Source: an optimization exercise on an open RTL-to-GDS flow (aim: small area, a short achievable clock period and few clock cycles per item). Production flows keep margins and buffers that such runs may drop. In this exercise RTL edits were held to simulation tests only and were not proved equivalent to the original. No run shown here takes its clock network from TritonCTS; it comes from the design's own scripts or RTL. The flow treats the clock pin as an ideal source. Dropping or thinning the clock tree relies on that and would not hold on a real chip. Power figures rest on the tool's default switching activity, not on a simulated workload.

==> flow/design.v <==
module mulN #(parameter N = 2)(input [N-1:0]a,b,output [2*N:0]res);
  wire [N-1:0][2*N:0]row;
  wire [N-1:0][2*N:0]shiftrow;
  wire [N-2:0][2*N:0] partialProd;
  genvar i,j;
  for(i=0;i<N;i=i+1) begin
    assign row[i][2*N:N] = {(N+1){1'b0}};
    for(j=0;j<N;j=j+1) begin
      assign row[i][j] = a[j]&b[i];
    end
    assign shiftrow[i] = row[i]<<i;
    if(i==N-1) begin
      assign res = shiftrow[i]+partialProd[i-1];
    end
    else if(i!=0) begin
      assign partialProd[i] = shiftrow[i] + partialProd[i-1];
    end
    else assign partialProd[i] = shiftrow[i];
  end
endmodule
module mul_top (
  input              clk,
  input              rst,
  input              in_valid,
  input      [15:0]  a,
  input      [15:0]  b,
  output             out_valid,
  output     [32:0]  res
);
  reg [15:0] a_q, b_q;
  always @(posedge clk) begin a_q <= a; b_q <= b; end
  reg [8:0] one_q, two_q, neg_q;
  always @(posedge clk) begin
    one_q[0] <= b[0] ^ 1'b0; two_q[0] <= (b[1] & ~b[0] & ~1'b0) | (~b[1] & b[0] & 1'b0); neg_q[0] <= b[1];
    one_q[1] <= b[2] ^ b[1]; two_q[1] <= (b[3] & ~b[2] & ~b[1]) | (~b[3] & b[2] & b[1]); neg_q[1] <= b[3];
    one_q[2] <= b[4] ^ b[3]; two_q[2] <= (b[5] & ~b[4] & ~b[3]) | (~b[5] & b[4] & b[3]); neg_q[2] <= b[5];
    one_q[3] <= b[6] ^ b[5]; two_q[3] <= (b[7] & ~b[6] & ~b[5]) | (~b[7] & b[6] & b[5]); neg_q[3] <= b[7];
    one_q[4] <= b[8] ^ b[7]; two_q[4] <= (b[9] & ~b[8] & ~b[7]) | (~b[9] & b[8] & b[7]); neg_q[4] <= b[9];
    one_q[5] <= b[10] ^ b[9]; two_q[5] <= (b[11] & ~b[10] & ~b[9]) | (~b[11] & b[10] & b[9]); neg_q[5] <= b[11];
    one_q[6] <= b[12] ^ b[11]; two_q[6] <= (b[13] & ~b[12] & ~b[11]) | (~b[13] & b[12] & b[11]); neg_q[6] <= b[13];
    one_q[7] <= b[14] ^ b[13]; two_q[7] <= (b[15] & ~b[14] & ~b[13]) | (~b[15] & b[14] & b[13]); neg_q[7] <= b[15];
    one_q[8] <= 1'b0 ^ b[15]; two_q[8] <= (1'b0 & ~1'b0 & ~b[15]) | (~1'b0 & 1'b0 & b[15]); neg_q[8] <= 1'b0;
  end
  reg [2:0] v;
  always @(posedge clk) begin
    if (rst) v <= 0;
    else v <= {v[1:0], in_valid};
  end
  assign out_valid = v[2];
  wire one_0 = one_q[0], two_0 = two_q[0], neg_0 = neg_q[0];
  wire one_1 = one_q[1], two_1 = two_q[1], neg_1 = neg_q[1];
  wire one_2 = one_q[2], two_2 = two_q[2], neg_2 = neg_q[2];
  wire one_3 = one_q[3], two_3 = two_q[3], neg_3 = neg_q[3];
  wire one_4 = one_q[4], two_4 = two_q[4], neg_4 = neg_q[4];
  wire one_5 = one_q[5], two_5 = two_q[5], neg_5 = neg_q[5];
  wire one_6 = one_q[6], two_6 = two_q[6], neg_6 = neg_q[6];
  wire one_7 = one_q[7], two_7 = two_q[7], neg_7 = neg_q[7];
  wire one_8 = one_q[8], two_8 = two_q[8], neg_8 = neg_q[8];
  wire pp_0_0 = ((one_0 & a_q[0]) | (two_0 & 1'b0)) ^ neg_0;
  wire pp_0_1 = ((one_0 & a_q[1]) | (two_0 & a_q[0])) ^ neg_0;
  wire pp_0_2 = ((one_0 & a_q[2]) | (two_0 & a_q[1])) ^ neg_0;
  wire pp_0_3 = ((one_0 & a_q[3]) | (two_0 & a_q[2])) ^ neg_0;
  wire pp_0_4 = ((one_0 & a_q[4]) | (two_0 & a_q[3])) ^ neg_0;
  wire pp_0_5 = ((one_0 & a_q[5]) | (two_0 & a_q[4])) ^ neg_0;
  wire pp_0_6 = ((one_0 & a_q[6]) | (two_0 & a_q[5])) ^ neg_0;
  wire pp_0_7 = ((one_0 & a_q[7]) | (two_0 & a_q[6])) ^ neg_0;
  wire pp_0_8 = ((one_0 & a_q[8]) | (two_0 & a_q[7])) ^ neg_0;
  wire pp_0_9 = ((one_0 & a_q[9]) | (two_0 & a_q[8])) ^ neg_0;
  wire pp_0_10 = ((one_0 & a_q[10]) | (two_0 & a_q[9])) ^ neg_0;
  wire pp_0_11 = ((one_0 & a_q[11]) | (two_0 & a_q[10])) ^ neg_0;
  wire pp_0_12 = ((one_0 & a_q[12]) | (two_0 & a_q[11])) ^ neg_0;
  wire pp_0_13 = ((one_0 & a_q[13]) | (two_0 & a_q[12])) ^ neg_0;
  wire pp_0_14 = ((one_0 & a_q[14]) | (two_0 & a_q[13])) ^ neg_0;
  wire pp_0_15 = ((one_0 & a_q[15]) | (two_0 & a_q[14])) ^ neg_0;
  wire pp_0_16 = ((one_0 & 1'b0) | (two_0 & a_q[15])) ^ neg_0;
  wire ns_0 = ~neg_0;
  wire pp_1_0 = ((one_1 & a_q[0]) | (two_1 & 1'b0)) ^ neg_1;
  wire pp_1_1 = ((one_1 & a_q[1]) | (two_1 & a_q[0])) ^ neg_1;
  wire pp_1_2 = ((one_1 & a_q[2]) | (two_1 & a_q[1])) ^ neg_1;
  wire pp_1_3 = ((one_1 & a_q[3]) | (two_1 & a_q[2])) ^ neg_1;
  wire pp_1_4 = ((one_1 & a_q[4]) | (two_1 & a_q[3])) ^ neg_1;
  wire pp_1_5 = ((one_1 & a_q[5]) | (two_1 & a_q[4])) ^ neg_1;
  wire pp_1_6 = ((one_1 & a_q[6]) | (two_1 & a_q[5])) ^ neg_1;
  wire pp_1_7 = ((one_1 & a_q[7]) | (two_1 & a_q[6])) ^ neg_1;
  wire pp_1_8 = ((one_1 & a_q[8]) | (two_1 & a_q[7])) ^ neg_1;
  wire pp_1_9 = ((one_1 & a_q[9]) | (two_1 & a_q[8])) ^ neg_1;
  wire pp_1_10 = ((one_1 & a_q[10]) | (two_1 & a_q[9])) ^ neg_1;
  wire pp_1_11 = ((one_1 & a_q[11]) | (two_1 & a_q[10])) ^ neg_1;
  wire pp_1_12 = ((one_1 & a_q[12]) | (two_1 & a_q[11])) ^ neg_1;
  wire pp_1_13 = ((one_1 & a_q[13]) | (two_1 & a_q[12])) ^ neg_1;
  wire pp_1_14 = ((one_1 & a_q[14]) | (two_1 & a_q[13])) ^ neg_1;
  wire pp_1_15 = ((one_1 & a_q[15]) | (two_1 & a_q[14])) ^ neg_1;
  wire pp_1_16 = ((one_1 & 1'b0) | (two_1 & a_q[15])) ^ neg_1;
  wire ns_1 = ~neg_1;
  wire pp_2_0 = ((one_2 & a_q[0]) | (two_2 & 1'b0)) ^ neg_2;
  wire pp_2_1 = ((one_2 & a_q[1]) | (two_2 & a_q[0])) ^ neg_2;
  wire pp_2_2 = ((one_2 & a_q[2]) | (two_2 & a_q[1])) ^ neg_2;
  wire pp_2_3 = ((one_2 & a_q[3]) | (two_2 & a_q[2])) ^ neg_2;
  wire pp_2_4 = ((one_2 & a_q[4]) | (two_2 & a_q[3])) ^ neg_2;
  wire pp_2_5 = ((one_2 & a_q[5]) | (two_2 & a_q[4])) ^ neg_2;
  wire pp_2_6 = ((one_2 & a_q[6]) | (two_2 & a_q[5])) ^ neg_2;
  wire pp_2_7 = ((one_2 & a_q[7]) | (two_2 & a_q[6])) ^ neg_2;
  wire pp_2_8 = ((one_2 & a_q[8]) | (two_2 & a_q[7])) ^ neg_2;
  wire pp_2_9 = ((one_2 & a_q[9]) | (two_2 & a_q[8])) ^ neg_2;
  wire pp_2_10 = ((one_2 & a_q[10]) | (two_2 & a_q[9])) ^ neg_2;
  wire pp_2_11 = ((one_2 & a_q[11]) | (two_2 & a_q[10])) ^ neg_2;
  wire pp_2_12 = ((one_2 & a_q[12]) | (two_2 & a_q[11])) ^ neg_2;
  wire pp_2_13 = ((one_2 & a_q[13]) | (two_2 & a_q[12])) ^ neg_2;
  wire pp_2_14 = ((one_2 & a_q[14]) | (two_2 & a_q[13])) ^ neg_2;
  wire pp_2_15 = ((one_2 & a_q[15]) | (two_2 & a_q[14])) ^ neg_2;
  wire pp_2_16 = ((one_2 & 1'b0) | (two_2 & a_q[15])) ^ neg_2;
  wire ns_2 = ~neg_2;
  wire pp_3_0 = ((one_3 & a_q[0]) | (two_3 & 1'b0)) ^ neg_3;
  wire pp_3_1 = ((one_3 & a_q[1]) | (two_3 & a_q[0])) ^ neg_3;
  wire pp_3_2 = ((one_3 & a_q[2]) | (two_3 & a_q[1])) ^ neg_3;
  wire pp_3_3 = ((one_3 & a_q[3]) | (two_3 & a_q[2])) ^ neg_3;
  wire pp_3_4 = ((one_3 & a_q[4]) | (two_3 & a_q[3])) ^ neg_3;
  wire pp_3_5 = ((one_3 & a_q[5]) | (two_3 & a_q[4])) ^ neg_3;
  wire pp_3_6 = ((one_3 & a_q[6]) | (two_3 & a_q[5])) ^ neg_3;
  wire pp_3_7 = ((one_3 & a_q[7]) | (two_3 & a_q[6])) ^ neg_3;
  wire pp_3_8 = ((one_3 & a_q[8]) | (two_3 & a_q[7])) ^ neg_3;
  wire pp_3_9 = ((one_3 & a_q[9]) | (two_3 & a_q[8])) ^ neg_3;
  wire pp_3_10 = ((one_3 & a_q[10]) | (two_3 & a_q[9])) ^ neg_3;
  wire pp_3_11 = ((one_3 & a_q[11]) | (two_3 & a_q[10])) ^ neg_3;
  wire pp_3_12 = ((one_3 & a_q[12]) | (two_3 & a_q[11])) ^ neg_3;
  wire pp_3_13 = ((one_3 & a_q[13]) | (two_3 & a_q[12])) ^ neg_3;
  wire pp_3_14 = ((one_3 & a_q[14]) | (two_3 & a_q[13])) ^ neg_3;
  wire pp_3_15 = ((one_3 & a_q[15]) | (two_3 & a_q[14])) ^ neg_3;
  wire pp_3_16 = ((one_3 & 1'b0) | (two_3 & a_q[15])) ^ neg_3;
  wire ns_3 = ~neg_3;
  wire pp_4_0 = ((one_4 & a_q[0]) | (two_4 & 1'b0)) ^ neg_4;
  wire pp_4_1 = ((one_4 & a_q[1]) | (two_4 & a_q[0])) ^ neg_4;
  wire pp_4_2 = ((one_4 & a_q[2]) | (two_4 & a_q[1])) ^ neg_4;
  wire pp_4_3 = ((one_4 & a_q[3]) | (two_4 & a_q[2])) ^ neg_4;
  wire pp_4_4 = ((one_4 & a_q[4]) | (two_4 & a_q[3])) ^ neg_4;
  wire pp_4_5 = ((one_4 & a_q[5]) | (two_4 & a_q[4])) ^ neg_4;
  wire pp_4_6 = ((one_4 & a_q[6]) | (two_4 & a_q[5])) ^ neg_4;
  wire pp_4_7 = ((one_4 & a_q[7]) | (two_4 & a_q[6])) ^ neg_4;
  wire pp_4_8 = ((one_4 & a_q[8]) | (two_4 & a_q[7])) ^ neg_4;
  wire pp_4_9 = ((one_4 & a_q[9]) | (two_4 & a_q[8])) ^ neg_4;
  wire pp_4_10 = ((one_4 & a_q[10]) | (two_4 & a_q[9])) ^ neg_4;
  wire pp_4_11 = ((one_4 & a_q[11]) | (two_4 & a_q[10])) ^ neg_4;
  wire pp_4_12 = ((one_4 & a_q[12]) | (two_4 & a_q[11])) ^ neg_4;
  wire pp_4_13 = ((one_4 & a_q[13]) | (two_4 & a_q[12])) ^ neg_4;
  wire pp_4_14 = ((one_4 & a_q[14]) | (two_4 & a_q[13])) ^ neg_4;
  wire pp_4_15 = ((one_4 & a_q[15]) | (two_4 & a_q[14])) ^ neg_4;
  wire pp_4_16 = ((one_4 & 1'b0) | (two_4 & a_q[15])) ^ neg_4;
  wire ns_4 = ~neg_4;
  wire pp_5_0 = ((one_5 & a_q[0]) | (two_5 & 1'b0)) ^ neg_5;
  wire pp_5_1 = ((one_5 & a_q[1]) | (two_5 & a_q[0])) ^ neg_5;
  wire pp_5_2 = ((one_5 & a_q[2]) | (two_5 & a_q[1])) ^ neg_5;
  wire pp_5_3 = ((one_5 & a_q[3]) | (two_5 & a_q[2])) ^ neg_5;
  wire pp_5_4 = ((one_5 & a_q[4]) | (two_5 & a_q[3])) ^ neg_5;
  wire pp_5_5 = ((one_5 & a_q[5]) | (two_5 & a_q[4])) ^ neg_5;
  wire pp_5_6 = ((one_5 & a_q[6]) | (two_5 & a_q[5])) ^ neg_5;
  wire pp_5_7 = ((one_5 & a_q[7]) | (two_5 & a_q[6])) ^ neg_5;
  wire pp_5_8 = ((one_5 & a_q[8]) | (two_5 & a_q[7])) ^ neg_5;
  wire pp_5_9 = ((one_5 & a_q[9]) | (two_5 & a_q[8])) ^ neg_5;
  wire pp_5_10 = ((one_5 & a_q[10]) | (two_5 & a_q[9])) ^ neg_5;
  wire pp_5_11 = ((one_5 & a_q[11]) | (two_5 & a_q[10])) ^ neg_5;
  wire pp_5_12 = ((one_5 & a_q[12]) | (two_5 & a_q[11])) ^ neg_5;
  wire pp_5_13 = ((one_5 & a_q[13]) | (two_5 & a_q[12])) ^ neg_5;
  wire pp_5_14 = ((one_5 & a_q[14]) | (two_5 & a_q[13])) ^ neg_5;
  wire pp_5_15 = ((one_5 & a_q[15]) | (two_5 & a_q[14])) ^ neg_5;
  wire pp_5_16 = ((one_5 & 1'b0) | (two_5 & a_q[15])) ^ neg_5;
  wire ns_5 = ~neg_5;
  wire pp_6_0 = ((one_6 & a_q[0]) | (two_6 & 1'b0)) ^ neg_6;
  wire pp_6_1 = ((one_6 & a_q[1]) | (two_6 & a_q[0])) ^ neg_6;
  wire pp_6_2 = ((one_6 & a_q[2]) | (two_6 & a_q[1])) ^ neg_6;
  wire pp_6_3 = ((one_6 & a_q[3]) | (two_6 & a_q[2])) ^ neg_6;
  wire pp_6_4 = ((one_6 & a_q[4]) | (two_6 & a_q[3])) ^ neg_6;
  wire pp_6_5 = ((one_6 & a_q[5]) | (two_6 & a_q[4])) ^ neg_6;
  wire pp_6_6 = ((one_6 & a_q[6]) | (two_6 & a_q[5])) ^ neg_6;
  wire pp_6_7 = ((one_6 & a_q[7]) | (two_6 & a_q[6])) ^ neg_6;
  wire pp_6_8 = ((one_6 & a_q[8]) | (two_6 & a_q[7])) ^ neg_6;
  wire pp_6_9 = ((one_6 & a_q[9]) | (two_6 & a_q[8])) ^ neg_6;
  wire pp_6_10 = ((one_6 & a_q[10]) | (two_6 & a_q[9])) ^ neg_6;
  wire pp_6_11 = ((one_6 & a_q[11]) | (two_6 & a_q[10])) ^ neg_6;
  wire pp_6_12 = ((one_6 & a_q[12]) | (two_6 & a_q[11])) ^ neg_6;
  wire pp_6_13 = ((one_6 & a_q[13]) | (two_6 & a_q[12])) ^ neg_6;
  wire pp_6_14 = ((one_6 & a_q[14]) | (two_6 & a_q[13])) ^ neg_6;
  wire pp_6_15 = ((one_6 & a_q[15]) | (two_6 & a_q[14])) ^ neg_6;
  wire pp_6_16 = ((one_6 & 1'b0) | (two_6 & a_q[15])) ^ neg_6;
  wire ns_6 = ~neg_6;
  wire pp_7_0 = ((one_7 & a_q[0]) | (two_7 & 1'b0)) ^ neg_7;
  wire pp_7_1 = ((one_7 & a_q[1]) | (two_7 & a_q[0])) ^ neg_7;
  wire pp_7_2 = ((one_7 & a_q[2]) | (two_7 & a_q[1])) ^ neg_7;
  wire pp_7_3 = ((one_7 & a_q[3]) | (two_7 & a_q[2])) ^ neg_7;
  wire pp_7_4 = ((one_7 & a_q[4]) | (two_7 & a_q[3])) ^ neg_7;
  wire pp_7_5 = ((one_7 & a_q[5]) | (two_7 & a_q[4])) ^ neg_7;
  wire pp_7_6 = ((one_7 & a_q[6]) | (two_7 & a_q[5])) ^ neg_7;
  wire pp_7_7 = ((one_7 & a_q[7]) | (two_7 & a_q[6])) ^ neg_7;
  wire pp_7_8 = ((one_7 & a_q[8]) | (two_7 & a_q[7])) ^ neg_7;
  wire pp_7_9 = ((one_7 & a_q[9]) | (two_7 & a_q[8])) ^ neg_7;
  wire pp_7_10 = ((one_7 & a_q[10]) | (two_7 & a_q[9])) ^ neg_7;
  wire pp_7_11 = ((one_7 & a_q[11]) | (two_7 & a_q[10])) ^ neg_7;
  wire pp_7_12 = ((one_7 & a_q[12]) | (two_7 & a_q[11])) ^ neg_7;
  wire pp_7_13 = ((one_7 & a_q[13]) | (two_7 & a_q[12])) ^ neg_7;
  wire pp_7_14 = ((one_7 & a_q[14]) | (two_7 & a_q[13])) ^ neg_7;
  wire pp_7_15 = ((one_7 & a_q[15]) | (two_7 & a_q[14])) ^ neg_7;
  wire pp_7_16 = ((one_7 & 1'b0) | (two_7 & a_q[15])) ^ neg_7;
  wire ns_7 = ~neg_7;
  wire pp_8_0 = one_8 & a_q[0];
  wire pp_8_1 = one_8 & a_q[1];
  wire pp_8_2 = one_8 & a_q[2];
  wire pp_8_3 = one_8 & a_q[3];
  wire pp_8_4 = one_8 & a_q[4];
  wire pp_8_5 = one_8 & a_q[5];
  wire pp_8_6 = one_8 & a_q[6];
  wire pp_8_7 = one_8 & a_q[7];
  wire pp_8_8 = one_8 & a_q[8];
  wire pp_8_9 = one_8 & a_q[9];
  wire pp_8_10 = one_8 & a_q[10];
  wire pp_8_11 = one_8 & a_q[11];
  wire pp_8_12 = one_8 & a_q[12];
  wire pp_8_13 = one_8 & a_q[13];
  wire pp_8_14 = one_8 & a_q[14];
  wire pp_8_15 = one_8 & a_q[15];
  wire s1, c2;
  mul_fa u_s1 (pp_0_2, pp_1_0, neg_1, s1, c2);
  wire s3, c4;
  mul_fa u_s3 (pp_0_5, pp_1_3, pp_2_1, s3, c4);
  wire s5, c6;
  mul_fa u_s5 (pp_0_6, pp_1_4, pp_2_2, s5, c6);
  wire s7, c8;
  mul_fa u_s7 (pp_0_7, pp_1_5, pp_2_3, s7, c8);
  wire s9, c10;
  mul_fa u_s9 (pp_0_8, pp_1_6, pp_2_4, s9, c10);
  wire s11, c12;
  mul_fa u_s11 (pp_3_2, pp_4_0, neg_4, s11, c12);
  wire s13, c14;
  mul_fa u_s13 (pp_0_9, pp_1_7, pp_2_5, s13, c14);
  wire s15, c16;
  mul_ha u_s15 (pp_3_3, pp_4_1, s15, c16);
  wire s17, c18;
  mul_fa u_s17 (pp_0_10, pp_1_8, pp_2_6, s17, c18);
  wire s19, c20;
  mul_fa u_s19 (pp_0_11, pp_1_9, pp_2_7, s19, c20);
  wire s21, c22;
  mul_fa u_s21 (pp_0_12, pp_1_10, pp_2_8, s21, c22);
  wire s23, c24;
  mul_fa u_s23 (pp_3_6, pp_4_4, pp_5_2, s23, c24);
  wire s25, c26;
  mul_fa u_s25 (pp_0_13, pp_1_11, pp_2_9, s25, c26);
  wire s27, c28;
  mul_ha u_s27 (pp_3_7, pp_4_5, s27, c28);
  wire s29, c30;
  mul_fa u_s29 (pp_0_14, pp_1_12, pp_2_10, s29, c30);
  wire s31, c32;
  mul_fa u_s31 (pp_3_8, pp_4_6, pp_5_4, s31, c32);
  wire s33, c34;
  mul_ha u_s33 (pp_6_2, pp_7_0, s33, c34);
  wire s35, c36;
  mul_fa u_s35 (pp_0_15, pp_1_13, pp_2_11, s35, c36);
  wire s37, c38;
  mul_fa u_s37 (pp_3_9, pp_4_7, pp_5_5, s37, c38);
  wire s39, c40;
  mul_ha u_s39 (pp_6_3, pp_7_1, s39, c40);
  wire s41, c42;
  mul_fa u_s41 (pp_0_16, pp_1_14, pp_2_12, s41, c42);
  wire s43, c44;
  mul_fa u_s43 (pp_3_10, pp_4_8, pp_5_6, s43, c44);
  wire s45, c46;
  mul_fa u_s45 (pp_6_4, pp_7_2, pp_8_0, s45, c46);
  wire s47, c48;
  mul_fa u_s47 (pp_1_15, pp_2_13, pp_3_11, s47, c48);
  wire s49, c50;
  mul_fa u_s49 (pp_4_9, pp_5_7, pp_6_5, s49, c50);
  wire s51, c52;
  mul_fa u_s51 (pp_7_3, pp_8_1, neg_0, s51, c52);
  wire s53, c54;
  mul_fa u_s53 (pp_1_16, pp_2_14, pp_3_12, s53, c54);
  wire s55, c56;
  mul_fa u_s55 (pp_4_10, pp_5_8, pp_6_6, s55, c56);
  wire s57, c58;
  mul_fa u_s57 (pp_7_4, pp_8_2, neg_0, s57, c58);
  wire s59, c60;
  mul_fa u_s59 (ns_1, pp_2_15, pp_3_13, s59, c60);
  wire s61, c62;
  mul_fa u_s61 (pp_4_11, pp_5_9, pp_6_7, s61, c62);
  wire s63, c64;
  mul_fa u_s63 (pp_7_5, pp_8_3, ns_0, s63, c64);
  wire s65, c66;
  mul_fa1 u_s65 (pp_2_16, pp_3_14, s65, c66);
  wire s67, c68;
  mul_fa u_s67 (pp_4_12, pp_5_10, pp_6_8, s67, c68);
  wire s69, c70;
  mul_ha u_s69 (pp_7_6, pp_8_4, s69, c70);
  wire s71, c72;
  mul_fa u_s71 (ns_2, pp_3_15, pp_4_13, s71, c72);
  wire s73, c74;
  mul_fa u_s73 (pp_5_11, pp_6_9, pp_7_7, s73, c74);
  wire s75, c76;
  mul_fa1 u_s75 (pp_3_16, pp_4_14, s75, c76);
  wire s77, c78;
  mul_ha u_s77 (pp_5_12, pp_6_10, s77, c78);
  wire s79, c80;
  mul_fa u_s79 (ns_3, pp_4_15, pp_5_13, s79, c80);
  wire s81, c82;
  mul_fa1 u_s81 (pp_4_16, pp_5_14, s81, c82);
  wire s83, c84;
  mul_ha u_s83 (pp_6_12, pp_7_10, s83, c84);
  wire s85, c86;
  mul_fa u_s85 (ns_4, pp_5_15, pp_6_13, s85, c86);
  wire s87, c88;
  mul_fa1 u_s87 (pp_5_16, pp_6_14, s87, c88);
  wire s89, c90;
  mul_ha u_s89 (pp_7_12, pp_8_10, s89, c90);
  wire s91, c92;
  mul_fa u_s91 (ns_5, pp_6_15, pp_7_13, s91, c92);
  wire s93, c94;
  mul_fa1 u_s93 (pp_6_16, pp_7_14, s93, c94);
  wire s95, c96;
  mul_fa u_s95 (ns_6, pp_7_15, pp_8_13, s95, c96);
  wire s97, c98;
  mul_fa1 u_s97 (pp_7_16, pp_8_14, s97, c98);
  wire s99, c100;
  mul_ha u_s99 (ns_7, pp_8_15, s99, c100);
  wire s101, c102;
  mul_fa u_s101 (pp_0_3, pp_1_1, c2, s101, c102);
  wire s103, c104;
  mul_fa u_s103 (pp_0_4, pp_1_2, pp_2_0, s103, c104);
  wire s105, c106;
  mul_fa u_s105 (s5, pp_3_0, neg_3, s105, c106);
  wire s107, c108;
  mul_fa u_s107 (s7, pp_3_1, c6, s107, c108);
  wire s109, c110;
  mul_fa u_s109 (s9, s11, c8, s109, c110);
  wire s111, c112;
  mul_fa u_s111 (s13, s15, c10, s111, c112);
  wire s113, c114;
  mul_fa u_s113 (s17, pp_3_4, pp_4_2, s113, c114);
  wire s115, c116;
  mul_fa u_s115 (s19, pp_3_5, pp_4_3, s115, c116);
  wire s117, c118;
  mul_ha u_s117 (pp_5_1, c18, s117, c118);
  wire s119, c120;
  mul_fa u_s119 (s21, s23, pp_6_0, s119, c120);
  wire s121, c122;
  mul_ha u_s121 (neg_6, c20, s121, c122);
  wire s123, c124;
  mul_fa u_s123 (s25, s27, pp_5_3, s123, c124);
  wire s125, c126;
  mul_fa u_s125 (pp_6_1, c22, c24, s125, c126);
  wire s127, c128;
  mul_fa u_s127 (s29, s31, s33, s127, c128);
  wire s129, c130;
  mul_fa u_s129 (s35, s37, s39, s129, c130);
  wire s131, c132;
  mul_fa u_s131 (c30, c32, c34, s131, c132);
  wire s133, c134;
  mul_fa u_s133 (s41, s43, s45, s133, c134);
  wire s135, c136;
  mul_fa u_s135 (c36, c38, c40, s135, c136);
  wire s137, c138;
  mul_fa u_s137 (s47, s49, s51, s137, c138);
  wire s139, c140;
  mul_fa u_s139 (c42, c44, c46, s139, c140);
  wire s141, c142;
  mul_fa u_s141 (s53, s55, s57, s141, c142);
  wire s143, c144;
  mul_fa u_s143 (c48, c50, c52, s143, c144);
  wire s145, c146;
  mul_fa u_s145 (s59, s61, s63, s145, c146);
  wire s147, c148;
  mul_fa u_s147 (c54, c56, c58, s147, c148);
  wire s149, c150;
  mul_fa u_s149 (s65, s67, s69, s149, c150);
  wire s151, c152;
  mul_fa u_s151 (c60, c62, c64, s151, c152);
  wire s153, c154;
  mul_fa u_s153 (s71, s73, pp_8_5, s153, c154);
  wire s155, c156;
  mul_fa u_s155 (c66, c68, c70, s155, c156);
  wire s157, c158;
  mul_fa u_s157 (s75, s77, pp_7_8, s157, c158);
  wire s159, c160;
  mul_fa u_s159 (s79, pp_6_11, pp_7_9, s159, c160);
  wire s161, c162;
  mul_fa u_s161 (pp_8_7, c76, c78, s161, c162);
  wire s163, c164;
  mul_fa u_s163 (s81, s83, pp_8_8, s163, c164);
  wire s165, c166;
  mul_fa u_s165 (s93, pp_8_12, c92, s165, c166);
  wire s167, c168;
  mul_ha u_s167 (s99, c98, s167, c168);
  wire s169, c170;
  mul_fa u_s169 (s113, pp_5_0, neg_5, s169, c170);
  wire s171, c172;
  mul_ha u_s171 (c14, c16, s171, c172);
  wire s173, c174;
  mul_fa u_s173 (s115, s117, c114, s173, c174);
  wire s175, c176;
  mul_fa u_s175 (s119, s121, c116, s175, c176);
  wire s177, c178;
  mul_fa u_s177 (s123, s125, c120, s177, c178);
  wire s179, c180;
  mul_fa u_s179 (s127, neg_7, c26, s179, c180);
  wire s181, c182;
  mul_fa u_s181 (c28, c124, c126, s181, c182);
  wire s183, c184;
  mul_fa u_s183 (s129, s131, c128, s183, c184);
  wire s185, c186;
  mul_fa u_s185 (s133, s135, c130, s185, c186);
  wire s187, c188;
  mul_fa u_s187 (s137, s139, c134, s187, c188);
  wire s189, c190;
  mul_fa u_s189 (s141, s143, c138, s189, c190);
  wire s191, c192;
  mul_fa u_s191 (s145, s147, c142, s191, c192);
  wire s193, c194;
  mul_fa u_s193 (s149, s151, c146, s193, c194);
  wire s195, c196;
  mul_fa u_s195 (s153, s155, c150, s195, c196);
  wire s197, c198;
  mul_fa u_s197 (s157, pp_8_6, c72, s197, c198);
  wire s199, c200;
  mul_fa u_s199 (c74, c154, c156, s199, c200);
  wire s201, c202;
  mul_fa u_s201 (s159, s161, c158, s201, c202);
  wire s203, c204;
  mul_fa u_s203 (s163, c80, c160, s203, c204);
  wire s205, c206;
  mul_fa u_s205 (s85, pp_7_11, pp_8_9, s205, c206);
  wire s207, c208;
  mul_fa u_s207 (c82, c84, c164, s207, c208);
  wire s209, c210;
  mul_fa u_s209 (s87, s89, c86, s209, c210);
  wire s211, c212;
  mul_fa u_s211 (s91, pp_8_11, c88, s211, c212);
  wire s213, c214;
  mul_fa u_s213 (s95, c94, c166, s213, c214);
  wire s215, c216;
  mul_fa u_s215 (s211, c90, c210, s215, c216);
  wire s217, c218;
  mul_fa u_s217 (s103, neg_2, c102, s217, c218);
  reg [77:0] rst3;
  always @(posedge clk) rst3 <= {s167, c214, c96, s97, s213, c216, c212, s165, s215, c208, c206, s209, c204, s207, s205, c202, c162, s203, c200, c198, s201, c196, s199, s197, c194, c152, s195, c192, c148, s193, c190, c144, s191, c188, c140, s189, c186, c136, s187, c184, c132, s185, c182, c180, s183, c178, s181, s179, c176, c122, s177, c174, c118, s175, c172, c170, s173, c112, s171, s169, c110, c12, s111, c108, s109, c106, s107, c4, s105, c218, c104, s3, s217, s101, s1, pp_0_1, neg_0, pp_0_0};
  wire s219, c220;
  mul_ha u_s219 (rst3[6], rst3[7], s219, c220);
  wire s221, c222;
  mul_ha u_s221 (rst3[9], rst3[10], s221, c222);
  wire s223, c224;
  mul_ha u_s223 (rst3[11], rst3[12], s223, c224);
  wire s225, c226;
  mul_ha u_s225 (rst3[13], rst3[14], s225, c226);
  wire s227, c228;
  mul_fa u_s227 (rst3[15], rst3[16], rst3[17], s227, c228);
  wire s229, c230;
  mul_fa u_s229 (rst3[18], rst3[19], rst3[20], s229, c230);
  wire s231, c232;
  mul_fa u_s231 (rst3[21], rst3[22], rst3[23], s231, c232);
  wire s233, c234;
  mul_fa u_s233 (rst3[24], rst3[25], rst3[26], s233, c234);
  wire s235, c236;
  mul_fa u_s235 (rst3[27], rst3[28], rst3[29], s235, c236);
  wire s237, c238;
  mul_fa u_s237 (rst3[30], rst3[31], rst3[32], s237, c238);
  wire s239, c240;
  mul_fa u_s239 (rst3[33], rst3[34], rst3[35], s239, c240);
  wire s241, c242;
  mul_fa u_s241 (rst3[36], rst3[37], rst3[38], s241, c242);
  wire s243, c244;
  mul_fa u_s243 (rst3[39], rst3[40], rst3[41], s243, c244);
  wire s245, c246;
  mul_fa u_s245 (rst3[42], rst3[43], rst3[44], s245, c246);
  wire s247, c248;
  mul_fa u_s247 (rst3[45], rst3[46], rst3[47], s247, c248);
  wire s249, c250;
  mul_fa u_s249 (rst3[48], rst3[49], rst3[50], s249, c250);
  wire s251, c252;
  mul_fa u_s251 (rst3[51], rst3[52], rst3[53], s251, c252);
  wire s253, c254;
  mul_fa u_s253 (rst3[54], rst3[55], rst3[56], s253, c254);
  wire s255, c256;
  mul_fa u_s255 (rst3[57], rst3[58], rst3[59], s255, c256);
  wire s257, c258;
  mul_fa u_s257 (rst3[60], rst3[61], rst3[62], s257, c258);
  wire s259, c260;
  mul_fa u_s259 (rst3[63], rst3[64], rst3[65], s259, c260);
  wire s261, c262;
  mul_fa u_s261 (rst3[66], rst3[67], rst3[68], s261, c262);
  wire s263, c264;
  mul_ha u_s263 (rst3[70], rst3[71], s263, c264);
  wire s265, c266;
  mul_ha u_s265 (rst3[74], rst3[75], s265, c266);
  wire [31:0] fa_a = {rst3[77], s265, rst3[73], s263, rst3[69], s261, s259, s257, s255, s253, s251, s249, s247, s245, s243, s241, s239, s237, s235, s233, s231, s229, s227, s225, s223, s221, s219, rst3[5], rst3[4], rst3[3], rst3[2], rst3[0]};
  wire [31:0] fa_b = {c266, rst3[76], c264, rst3[72], c262, c260, c258, c256, c254, c252, c250, c248, c246, c244, c242, c240, c238, c236, c234, c232, c230, c228, c226, c224, c222, c220, rst3[8], 1'b0, 1'b0, 1'b0, 1'b0, rst3[1]};
  wire [31:0] prod = fa_a + fa_b;
  reg [31:0] res_q;
  always @(posedge clk) res_q <= prod;
  assign res = {1'b0, res_q};
endmodule
module mul_fa (input a, input b, input c, output s, output co);
  assign s = a ^ b ^ c;
  assign co = (a & b) | (a & c) | (b & c);
endmodule
module mul_fa1 (input a, input b, output s, output co);
  assign s = ~(a ^ b);
  assign co = a | b;
endmodule
module mul_ha (input a, input b, output s, output co);
  assign s = a ^ b;
  assign co = a & b;
endmodule
==> flow/flow/run.sh <==
# Standard ORFS layout (the standard.sh) with plain buf_1 port buffers
# and a tighter setup-repair target; the SDC and clock period are unchanged.
export BUFFER_PORTS_ARGS="-buffer_cell sky130_fd_sc_hd__buf_1"
export POST_CTS_TCL=$PWD/flow/post_cts.tcl
bash standard.sh SETUP_SLACK_MARGIN=7.25  finish > standard.log 2>&1
==> flow/flow/post_cts.tcl <==
set ngrp 4
set nsub 2
if {[info exists ::env(FLOW_NGRP)]} { set ngrp $::env(FLOW_NGRP) }
if {[info exists ::env(FLOW_NSUB)]} { set nsub $::env(FLOW_NSUB) }
set midcell sky130_fd_sc_hd__clkbuf_8
if {[info exists ::env(FLOW_MIDCELL)]} { set midcell $::env(FLOW_MIDCELL) }
set block [ord::get_db_block]
set db [ord::get_db]
set port_net [$block findNet clk]

# collect the register clock pins below the clock port, the clock buffers and
# the dummy loads that CTS added
set sinks {}
set bufs {}
set todo [list $port_net]
while {[llength $todo]} {
  set net [lindex $todo 0]; set todo [lrange $todo 1 end]
  foreach it [$net getITerms] {
    set inst [$it getInst]
    if {[$it isOutputSignal]} { continue }
    set m [[$inst getMaster] getName]
    set on "NULL"
    foreach o [$inst getITerms] { if {[$o isOutputSignal]} { set on [$o getNet] } }
    if {[string match *__df* $m]} {
      lappend sinks $it
    } elseif {$on eq "NULL" || [string match sky130_fd_sc_hd__clkbuf* $m]} {
      lappend bufs $inst
      if {$on ne "NULL"} { lappend todo $on }
    } else {
      error "post_cts: unexpected cell $m on the clock tree"
    }
  }
}
puts "post_cts: [llength $sinks] sinks, [llength $bufs] clock tree cells removed"
foreach b $bufs {
  set nets {}
  foreach it [$b getITerms] {
    if {[$it isOutputSignal] && [$it getNet] ne "NULL"} { lappend nets [$it getNet] }
  }
  foreach it [$b getITerms] { if {[$it getNet] ne "NULL"} { $it disconnect } }
  odb::dbInst_destroy $b
  foreach on $nets {
    foreach it [$on getITerms] { $it disconnect }
    odb::dbNet_destroy $on
  }
}

set pts {}
foreach it $sinks {
  set bb [[$it getInst] getBBox]
  lappend pts [list [expr {([$bb xMin] + [$bb xMax]) / 2.0}] [expr {([$bb yMin] + [$bb yMax]) / 2.0}]]
}

# balanced k-means on a subset of points; returns {assignments centres}
proc kmeans {pts idx k} {
  set n [llength $idx]
  set xs {}; set ys {}
  foreach i $idx { lappend xs [lindex $pts $i 0]; lappend ys [lindex $pts $i 1] }
  set x0 [tcl::mathfunc::min {*}$xs]; set x1 [tcl::mathfunc::max {*}$xs]
  set y0 [tcl::mathfunc::min {*}$ys]; set y1 [tcl::mathfunc::max {*}$ys]
  set cx {}; set cy {}
  if {($x1 - $x0) >= ($y1 - $y0)} { set gx [expr {int(ceil(sqrt($k)))}]; set gy [expr {int(ceil($k / double($gx)))}] } else { set gy [expr {int(ceil(sqrt($k)))}]; set gx [expr {int(ceil($k / double($gy)))}] }
  for {set c 0} {$c < $k} {incr c} {
    set i [expr {$c % $gx}]; set j [expr {$c / $gx}]
    lappend cx [expr {$x0 + ($x1-$x0)*($i+0.5)/$gx}]
    lappend cy [expr {$y0 + ($y1-$y0)*($j+0.5)/$gy}]
  }
  set cap [expr {int(ceil($n / double($k))) + 1}]
  for {set iter 0} {$iter < 40} {incr iter} {
    set order {}
    foreach i $idx {
      set best 1e30
      for {set c 0} {$c < $k} {incr c} {
        set d [expr {abs([lindex $pts $i 0]-[lindex $cx $c]) + abs([lindex $pts $i 1]-[lindex $cy $c])}]
        if {$d < $best} { set best $d }
      }
      lappend order [list $i $best]
    }
    set asg [dict create]
    set cnt [lrepeat $k 0]
    foreach e [lsort -real -decreasing -index 1 $order] {
      set i [lindex $e 0]
      set best 1e30; set bk 0
      for {set c 0} {$c < $k} {incr c} {
        if {[lindex $cnt $c] >= $cap} { continue }
        set d [expr {abs([lindex $pts $i 0]-[lindex $cx $c]) + abs([lindex $pts $i 1]-[lindex $cy $c])}]
        if {$d < $best} { set best $d; set bk $c }
      }
      dict set asg $i $bk
      lset cnt $bk [expr {[lindex $cnt $bk] + 1}]
    }
    set sx [lrepeat $k 0.0]; set sy [lrepeat $k 0.0]
    foreach i $idx {
      set c [dict get $asg $i]
      lset sx $c [expr {[lindex $sx $c] + [lindex $pts $i 0]}]
      lset sy $c [expr {[lindex $sy $c] + [lindex $pts $i 1]}]
    }
    for {set c 0} {$c < $k} {incr c} {
      if {[lindex $cnt $c] > 0} {
        lset cx $c [expr {[lindex $sx $c] / [lindex $cnt $c]}]
        lset cy $c [expr {[lindex $sy $c] / [lindex $cnt $c]}]
      }
    }
  }
  return [list $asg $cx $cy $cnt]
}

proc add_buf {block master name in_net x y} {
  set inst [odb::dbInst_create $block $master $name]
  set net [odb::dbNet_create $block clknet_$name]
  $net setSigType CLOCK
  [$inst findITerm A] connect $in_net
  [$inst findITerm X] connect $net
  $inst setLocation [expr {int($x)}] [expr {int($y)}]
  $inst setPlacementStatus PLACED
  return $net
}

set leafm [$db findMaster sky130_fd_sc_hd__clkbuf_16]
set midm [$db findMaster $midcell]
set all {}
for {set i 0} {$i < [llength $pts]} {incr i} { lappend all $i }
lassign [kmeans $pts $all $ngrp] gasg gcx gcy gcnt
puts "post_cts: group sizes $gcnt"
for {set g 0} {$g < $ngrp} {incr g} {
  set gidx {}
  foreach i $all { if {[dict get $gasg $i] == $g} { lappend gidx $i } }
  if {![llength $gidx]} { continue }
  if {$nsub <= 1} {
    set lnet [add_buf $block $leafm my_g${g} $port_net [lindex $gcx $g] [lindex $gcy $g]]
    foreach i $gidx { [lindex $sinks $i] connect $lnet }
    continue
  }
  lassign [kmeans $pts $gidx $nsub] sasg scx scy scnt
  puts "post_cts: group $g sub-group sizes $scnt"
  # the group buffer sits at the centre of its leaf buffers
  set mx 0.0; set my 0.0; set nk 0
  for {set s 0} {$s < $nsub} {incr s} { if {[lindex $scnt $s] > 0} { set mx [expr {$mx + [lindex $scx $s]}]; set my [expr {$my + [lindex $scy $s]}]; incr nk } }
  set mnet [add_buf $block $midm my_g${g} $port_net [expr {$mx / $nk}] [expr {$my / $nk}]]
  for {set s 0} {$s < $nsub} {incr s} {
    if {[lindex $scnt $s] == 0} { continue }
    set lnet [add_buf $block $leafm my_g${g}_s${s} $mnet [lindex $scx $s] [lindex $scy $s]]
    foreach i $gidx { if {[dict get $sasg $i] == $s} { [lindex $sinks $i] connect $lnet } }
  }
}
detailed_placement
estimate_parasitics -placement
report_clock_skew
report_clock_latency
repair_timing_helper
detailed_placement
check_placement -verbose
==> flow/standard.sh <==
#!/bin/bash
# synth_recipe.tcl (not shown) runs the flow's synth.tcl, then flattens the netlist and writes it again
# the make line also repeats each setting of config.mk as NAME=value (left out here)
make -C /OpenROAD-flow-scripts/flow DESIGN_CONFIG=/design/flow/config.mk WORK_HOME=/design/flow/orfs CLKGATE_MAP_FILE= SYNTH_SCRIPT=/design/flow/synth_recipe.tcl "${@:-finish}"
==> flow/config.mk <==
export PLATFORM = sky130hd
export DESIGN_NAME = mul_top
export DESIGN_NICKNAME = mul_top
export VERILOG_FILES = /design/flow/design.v
export SDC_FILE = /design/flow/constraint.sdc
export NUM_CORES = 4
export LEC_CHECK = 0
export CAP_MARGIN = 20
export CORE_MARGIN = 2
export CORE_UTILIZATION = 40
export SLEW_MARGIN = 20
export SYNTH_HIERARCHICAL = 1
==> flow/constraint.sdc <==
create_clock -name core_clock -period 10.0 [get_ports {clk}]
set_input_delay 2.0000 -clock core_clock [delete_from_list [all_inputs] [get_ports {clk}]]
set_output_delay 2.0000 -clock core_clock [all_outputs]
set_load 0.01 [all_outputs]
==> results.toml, run 1 <==
[status]
status = "finished clean"

[timing]
finalHoldViolCount = 0
drv_slew = 0
timing.fmax_mhz = 367
rsz0062_at_grt = "true"
relSlewSlack_pct = 50.0
fin_crit_ps = 2730
tightest_slew_ps = 748
fin_skew_ps = 14.1
fin_crit_sh_pct = 27.3
tns_ps = 0
holdWs_ps = 445
finalSetupViolCount = 0

[worst_setup_path]
cp_data_arrival_time_ps = 730
ff2ff_setup_slack_ps = 7310
cpPeakStageDelay_ps = 320
crit_type = "reg -> out"
critical-path-top-delay-family = "flip-flops"
cp-end-kind = "output pin"
cp_slowest_cell = "dfxtp_1"
cp.required_ps = 8000
reg2reg_to = "res_q[29]"
path_cells = "buf_2"
startpoint = "res_q[0]"
path_buf_inv = 1
r2r_start = "rst3[27]"
path_max_fanout = 1
ff2ff_path_depth = 9
start_kind = "register"

[logic_synthesis]
synth_edf_count = 0
syn_nets = 1107
ys_seq_area_share_pct = 31.1
synth_area_leaders = "dfxtp_1 (31%), fa_1 (22%), xnor2_1 (14%)"
netlist_instances = 911
synth-seq-cells = 153
synth_warnings = 7
synth_top_area_cell = "dfxtp_1"
ys_types = 45
yosysTopAreaCellShare_pct = 31.1
syn_area_um2 = 9840
synth.avg_cell_area_um2 = 10.8
async_flop_share_pct = 0
synthFlopType = "dfxtp_1"

[floorplan]
io_pins = 69
chipWidth_um = 161
row_count = 57
core_region_area_um2 = 24200
initial_core_util_pct = 40.6
die_area_um2 = 25900
fp.dieH_um = 161

[routing]
drt_iter0_markers = 432
wl_um = 23300
vias_per_cell = 5.36
wl_per_cell_um = 18.8
vias = 6635
drc = 0
first_pass_iters = 5
ant_nets = 0

[grt]
antenna_found_initial = 0
grt_max_degree = 36
grt_pass1_wl_um = 37200
grt_overflow = 0
grt_pass1_vias = 6932
grt_usage_pct = 18.2

[pwr]
power.density_nw_per_um2 = 361
p_leak_uw = 0.00412
peakVddDrop_mv = 0.146

[run]
maxCapViolCount = 0

[final_layout]
diodes = 0
area_delta_synth_final_pct = 9.17
fill_cells = 2306
multi_input_area_um2 = 6400
mostFrequentLayoutCells = "xnor2_1 (156), a22oi_1 (120), dfxtp_1 (115)"
layout-drive-gt1-share_pct = 12.1
layout_commonest_cell = "xnor2_1"
nNetsFinal = 1113
seq_area_um2 = 3130
design_area_um2 = 10700

[placement]
io_buffer_count = 67
place_area_um2 = 10200
place_congestion = 0.855
hpwl_um = 15600

[worst_hold_path]
worstHoldEndpoint = "v[1]"
holdPathStages = 1
holdCritStartpoint = "v[0]"
min_path_type = "reg -> reg"

[clocking]
clk_pin_slew_ps = 80
insertion_delay_ps = 290
cts_sinks = 153
report_power, final:
part,internal [uW],switching (uW)
combinational,1150,1330
sequential,873,154
clock,180,185
total,2200,1670
modules after synthesis (local to each module, per instance):
| module | times used | cells inside | area [um^2] |
|---|---|---|---|
| mul_fa | 108 | 1 | 20.0 |
| mul_ha | 19 | 1 | 12.5 |
| mul_top | 1 | 754 | 7280 |
| mul_fa1 | 6 | 5 | 27.5 |
cells in the mapped netlist, drive strengths merged (4+ instances only):
cell,count
xnor2,156
dfxtp,153
a22oi,120
fa,108
clkbuf,77
ha,53
inv,38
nand2,32
a21oi,26
o21ai,22
and2,18
xor2,18
buf,8
nand3,8
nand3b,8
nand2b,7
nor2,7
nor2b,7
a21o,5
nand4,5
o21bai,5
a31oi,4
o211ai,4
o21a,4
sequential cells by signal, indices dropped and copies added (netlist names):
register	flops
res_q	32
v	3
two_q	8
neg_q	8
a_q	16
one_q	8
rst3	78
per-layer routing:
layer,vias up,wire (um),GRT usage [%]
met1,3222,10700,25.5
met4,0,650,6.70
met2,289,10200,28.1
met5,-,0,0
met3,59,1720,3.49
li1,3065,-,-
through the flow:
stage | cells | power [uW] | setup WS [ps] | util (%)
after floorplan | 911 | 2760 | 7260 | -
after global placement | 1223 | 3270 | 6970 | 42.2
after detailed placement | 1223 | 3300 | 6970 | 42.2
after global routing | 1239 | 4240 | 7210 | 44.3
final | 1239 | 3880 | 7270 | 44.3
logic make-up (layout without fill, tap and decap cells):
| kind of cell | Yosys count | after routing | share of synthesized area, % |
|---|---|---|---|
| flip-flops | 153 | 153 | 31.1 |
| adder cells (fa/ha/maj) | 161 | 161 | 28.7 |
| AO/OA/AOI/OAI | 204 | 204 | 14.8 |
| XOR/XNOR | 174 | 174 | 15.5 |
| other | 1 | 1 | 0.0381 |
| AND/OR/NAND/NOR | 95 | 95 | 5.14 |
| buffers and inverters | 123 | 127 | 4.73 |
cell type report:
cell class	instances	area share, %
plain buffers	12	2.38
inverters	38	1.33
multi-input cells	635	59.6
flip-flops and latches	153	29.1
well taps	324	3.77
repair buffers	77	3.77
worst reg2reg max path, cell delays in order, from the launching register on:
cell	delay, ps
dfxtp_1	320
fa_1	540
ha_1	440
nand2_1	120
o21ai_0	310
a31oi_1	190
o211ai_4	160
a21boi_2	120
o41ai_2	260
xor2_1	170
worst max-delay path by stage:
stage                      to  depth (start not counted)
floorplan            rst3[24]                          6
global placement     rst3[36]                          4
detailed placement   rst3[45]                          4
global route        res_q[25]                          9
finish                 res[0]                          1
Testbench counts, summed over its fixed seeds: cycles 16,016, items 16,000.
==> inputs of run 2 (changes only) <==
--- a/flow/design.v
+++ b/flow/design.v
@@ -27,9 +27,10 @@
   output             out_valid,
   output     [32:0]  res
 );
-  reg [15:0] a_q, b_q;
-  always @(posedge clk) begin a_q <= a; b_q <= b; end
-  reg [8:0] one_q, two_q, neg_q;
+  reg [15:0] a_q;
+  always @(posedge clk) a_q <= a;
+  reg [8:0] one_q;
+  reg [7:0] two_q, neg_q;
   always @(posedge clk) begin
     one_q[0] <= b[0] ^ 1'b0; two_q[0] <= (b[1] & ~b[0] & ~1'b0) | (~b[1] & b[0] & 1'b0); neg_q[0] <= b[1];
     one_q[1] <= b[2] ^ b[1]; two_q[1] <= (b[3] & ~b[2] & ~b[1]) | (~b[3] & b[2] & b[1]); neg_q[1] <= b[3];
@@ -39,7 +40,7 @@
     one_q[5] <= b[10] ^ b[9]; two_q[5] <= (b[11] & ~b[10] & ~b[9]) | (~b[11] & b[10] & b[9]); neg_q[5] <= b[11];
     one_q[6] <= b[12] ^ b[11]; two_q[6] <= (b[13] & ~b[12] & ~b[11]) | (~b[13] & b[12] & b[11]); neg_q[6] <= b[13];
     one_q[7] <= b[14] ^ b[13]; two_q[7] <= (b[15] & ~b[14] & ~b[13]) | (~b[15] & b[14] & b[13]); neg_q[7] <= b[15];
-    one_q[8] <= 1'b0 ^ b[15]; two_q[8] <= (1'b0 & ~1'b0 & ~b[15]) | (~1'b0 & 1'b0 & b[15]); neg_q[8] <= 1'b0;
+    one_q[8] <= 1'b0 ^ b[15];
   end
   reg [2:0] v;
   always @(posedge clk) begin
@@ -55,7 +56,7 @@
   wire one_5 = one_q[5], two_5 = two_q[5], neg_5 = neg_q[5];
   wire one_6 = one_q[6], two_6 = two_q[6], neg_6 = neg_q[6];
   wire one_7 = one_q[7], two_7 = two_q[7], neg_7 = neg_q[7];
-  wire one_8 = one_q[8], two_8 = two_q[8], neg_8 = neg_q[8];
+  wire one_8 = one_q[8], two_8 = 1'b0, neg_8 = 1'b0;
   wire pp_0_0 = ((one_0 & a_q[0]) | (two_0 & 1'b0)) ^ neg_0;
   wire pp_0_1 = ((one_0 & a_q[1]) | (two_0 & a_q[0])) ^ neg_0;
   wire pp_0_2 = ((one_0 & a_q[2]) | (two_0 & a_q[1])) ^ neg_0;
==> results.toml, run 2 <==
[status]
status = "finished clean"

[timing]
finalHoldViolCount = 0
finalSetupViolCount = 0
holdWs_ps = 440
fin_crit_ps = 2730
drv_slew = 0
tns_ps = 0
fin_crit_sh_pct = 27.3
fin_skew_ps = 37.4
relSlewSlack_pct = 54.6
timing.fmax_mhz = 367
tightest_slew_ps = 680
rsz0062_at_grt = "true"

[worst_setup_path]
path_cells = "buf_2"
endpoint = "res[29]"
reg2reg_to = "rst3[33]"
crit_type = "reg -> out"
startpoint = "res_q[29]"
cpPeakStageDelay_ps = 320
ff2ff_path_depth = 5
path_buf_inv = 1
worst-path-stages = 1
path_max_fanout = 1
cp_data_arrival_time_ps = 730
r2r_start = "a_q[5]"
ff2ff_setup_slack_ps = 7310
cp-end-kind = "output pin"
cp.required_ps = 8000
start_kind = "register"
cp_slowest_cell = "dfxtp_1"
critical-path-top-delay-family = "flip-flops"

[routing]
vias_per_cell = 5.28
vias = 6599
wl_per_cell_um = 18.5
wl_um = 23100
ant_nets = 0
drc = 0
drt_iter0_markers = 594
first_pass_iters = 5

[clocking]
clk_pin_slew_ps = 80
insertion_delay_ps = 320
cts_sinks = 153

[logic_synthesis]
syn_area_um2 = 9900
synthTopCellsByCount = "xnor2_1 (156), dfxtp_1 (153), a22oi_1 (120)"
ys_types = 46
synth_most_common_cell = "xnor2_1"
synthFlopType = "dfxtp_1"
synth-seq-cells = 153
synth.avg_cell_area_um2 = 10.8
async_flop_share_pct = 0
synth_warnings = 7
yosysTopAreaCellShare_pct = 30.9
synth_top_area_cell = "dfxtp_1"
synth_edf_count = 0
syn_nets = 1117
ys_seq_area_share_pct = 30.9
netlist_instances = 921
synth_area_leaders = "dfxtp_1 (31%), fa_1 (22%), xnor2_1 (14%)"

[final_layout]
fin_util_pct = 44.5
diodes = 0
reg.largest.list = "rst3 x78, res_q x32, a_q x16"
nNetsFinal = 1123
regMostFlops = "rst3"
layout-drive-gt1-share_pct = 12.6
area_delta_synth_final_pct = 9.31
design_area_um2 = 10800
mostFrequentLayoutCells = "xnor2_1 (156), a22oi_1 (120), dfxtp_1 (113)"
largest_reg_flops = 78
layout_commonest_cell = "xnor2_1"

[pwr]
combPwrFrac_pct = 64.4
p_switching_uw = 1700
peakVddDrop_mv = 0.153
p_int_uw = 2230
p_seq_share_pct = 26.0
power_switching_share_pct = 43.2
p_clk_share_pct = 9.6
power.density_nw_per_um2 = 364
total_power_uw = 3940
p_leak_uw = 0.00417

[floorplan]
fp.dieH_um = 161
core_region_area_um2 = 24300
row_count = 57
chipWidth_um = 161
initial_core_util_pct = 40.7
io_pins = 69
die_area_um2 = 26000

[grt]
grt_pass1_wl_um = 37800
antenna_found_initial = 0
grt_pass1_vias = 6949
grt_max_degree = 36
grt_usage_pct = 18.3
grt_overflow = 0

[run]
maxCapViolCount = 0

[worst_hold_path]
min_path_type = "reg -> reg"

[placement]
place_congestion = 0.861
place_area_um2 = 10300
hpwl_um = 15600
io_buffer_count = 67
run 2: changes by cell type in the layout (fill, tap and decap cells not counted), moves of 4 or more:
cell     change
nand2_1      +4
buf_6        +8
buf_2        -8
o21ai_0      -5
buf_4        +4
o21ai_1      +6
run 2: power groups by stage:
stage / combinational (uW) / sequential (uW) / clock, uW
floorplan: 1840 / 993 / 0
global placement: 2310 / 1030 / 0
detailed placement: 2340 / 1030 / 0
global route: 2850 / 1050 / 415
finish: 2530 / 1020 / 377
run 2: final cells by class:
| class | count | area (um^2) |
|---|---|---|
| tap | 324 | 405 |
| timing repair buffer | 81 | 485 |
| sequential | 153 | 3130 |
| fill | 2293 | 13500 |
| multi-input combinational | 641 | 6400 |
| inverter | 38 | 143 |
| buffer | 12 | 255 |
run 2: stage by stage:
| step | worst slack (ps) | std cells |
|---|---|---|
| final | 7270 | 1249 |
| after detailed placement | 6990 | 1230 |
| after global routing | 7220 | 1249 |
| after global placement | 6990 | 1230 |
| after floorplan | 7260 | 921 |
run 2: worst min-delay path by stage:
stage | end | cells after the start | from | slack [ps]
6_report | v[1] | 1 | v[0] | 440
3_5_place_dp | v[1] | 1 | v[0] | 420
5_1_grt | res_q[0] | 1 | rst3[1] | 470
2_1_floorplan | rst3[1] | 0 | neg_q[0] | 390
3_3_place_gp | v[1] | 1 | v[0] | 420
run 2: logic make-up after synthesis:
group,share of synthesized area (%)
AO/OA/AOI/OAI,14.7
XOR/XNOR,15.4
AND/OR/NAND/NOR,5.47
buffers and inverters,4.90
flip-flops,30.9
adder cells (fa/ha/maj),28.5
other,0.0379
run 2: per-layer routing:
layer  part of all wire (%)  up-vias  global-route usage (%)
met3                    7.9       40                    3.75
li1                       -     3083                       -
met4                    2.2        0                    6.17
met2                     42      303                    27.3
met1                     48     3173                    26.6
met5                      0        -                       0
run 2: per-module statistics from Yosys (local to each module, per instance):
module   copies in the design  cells inside  flops+latches
mul_ha                     19             1              0
mul_fa                    108             1              0
mul_fa1                     6             5              0
mul_top                     1           764            153
Testbench counts of run 2, summed over its fixed seeds: cycles 16,016, items 16,000.

==> what the ideal ports hide <==
The flow's constraints put no driver on any port. The routed layouts listed below were extracted and timed again, unchanged, in two steps.
Step 1 sets driving cells, clkbuf_16 on the clock port and buf_2 on the other inputs (assumed; they add their load-dependent delay and slew).
Step 2 times the ports against the registers' clock, not the clock port: input delays grow and output delays shrink by t, the midpoint of the rising clock arrivals with the driver on.
a / b / c = ideal ports / drivers / drivers and shift; a / b = the first two.
run	shift t [ns]	setup WS [ns]	worst setup path after step 2	latest minus earliest clock arrival (ns)	cell pins on the clock port's net
run 1	0.369	7.272 / 7.190 / 7.314	register to register	0.015 / 0.014	4
run 2	0.377	7.272 / 7.193 / 7.312	register to register	0.038 / 0.037	4
After both steps setup and hold are still met in every run listed.
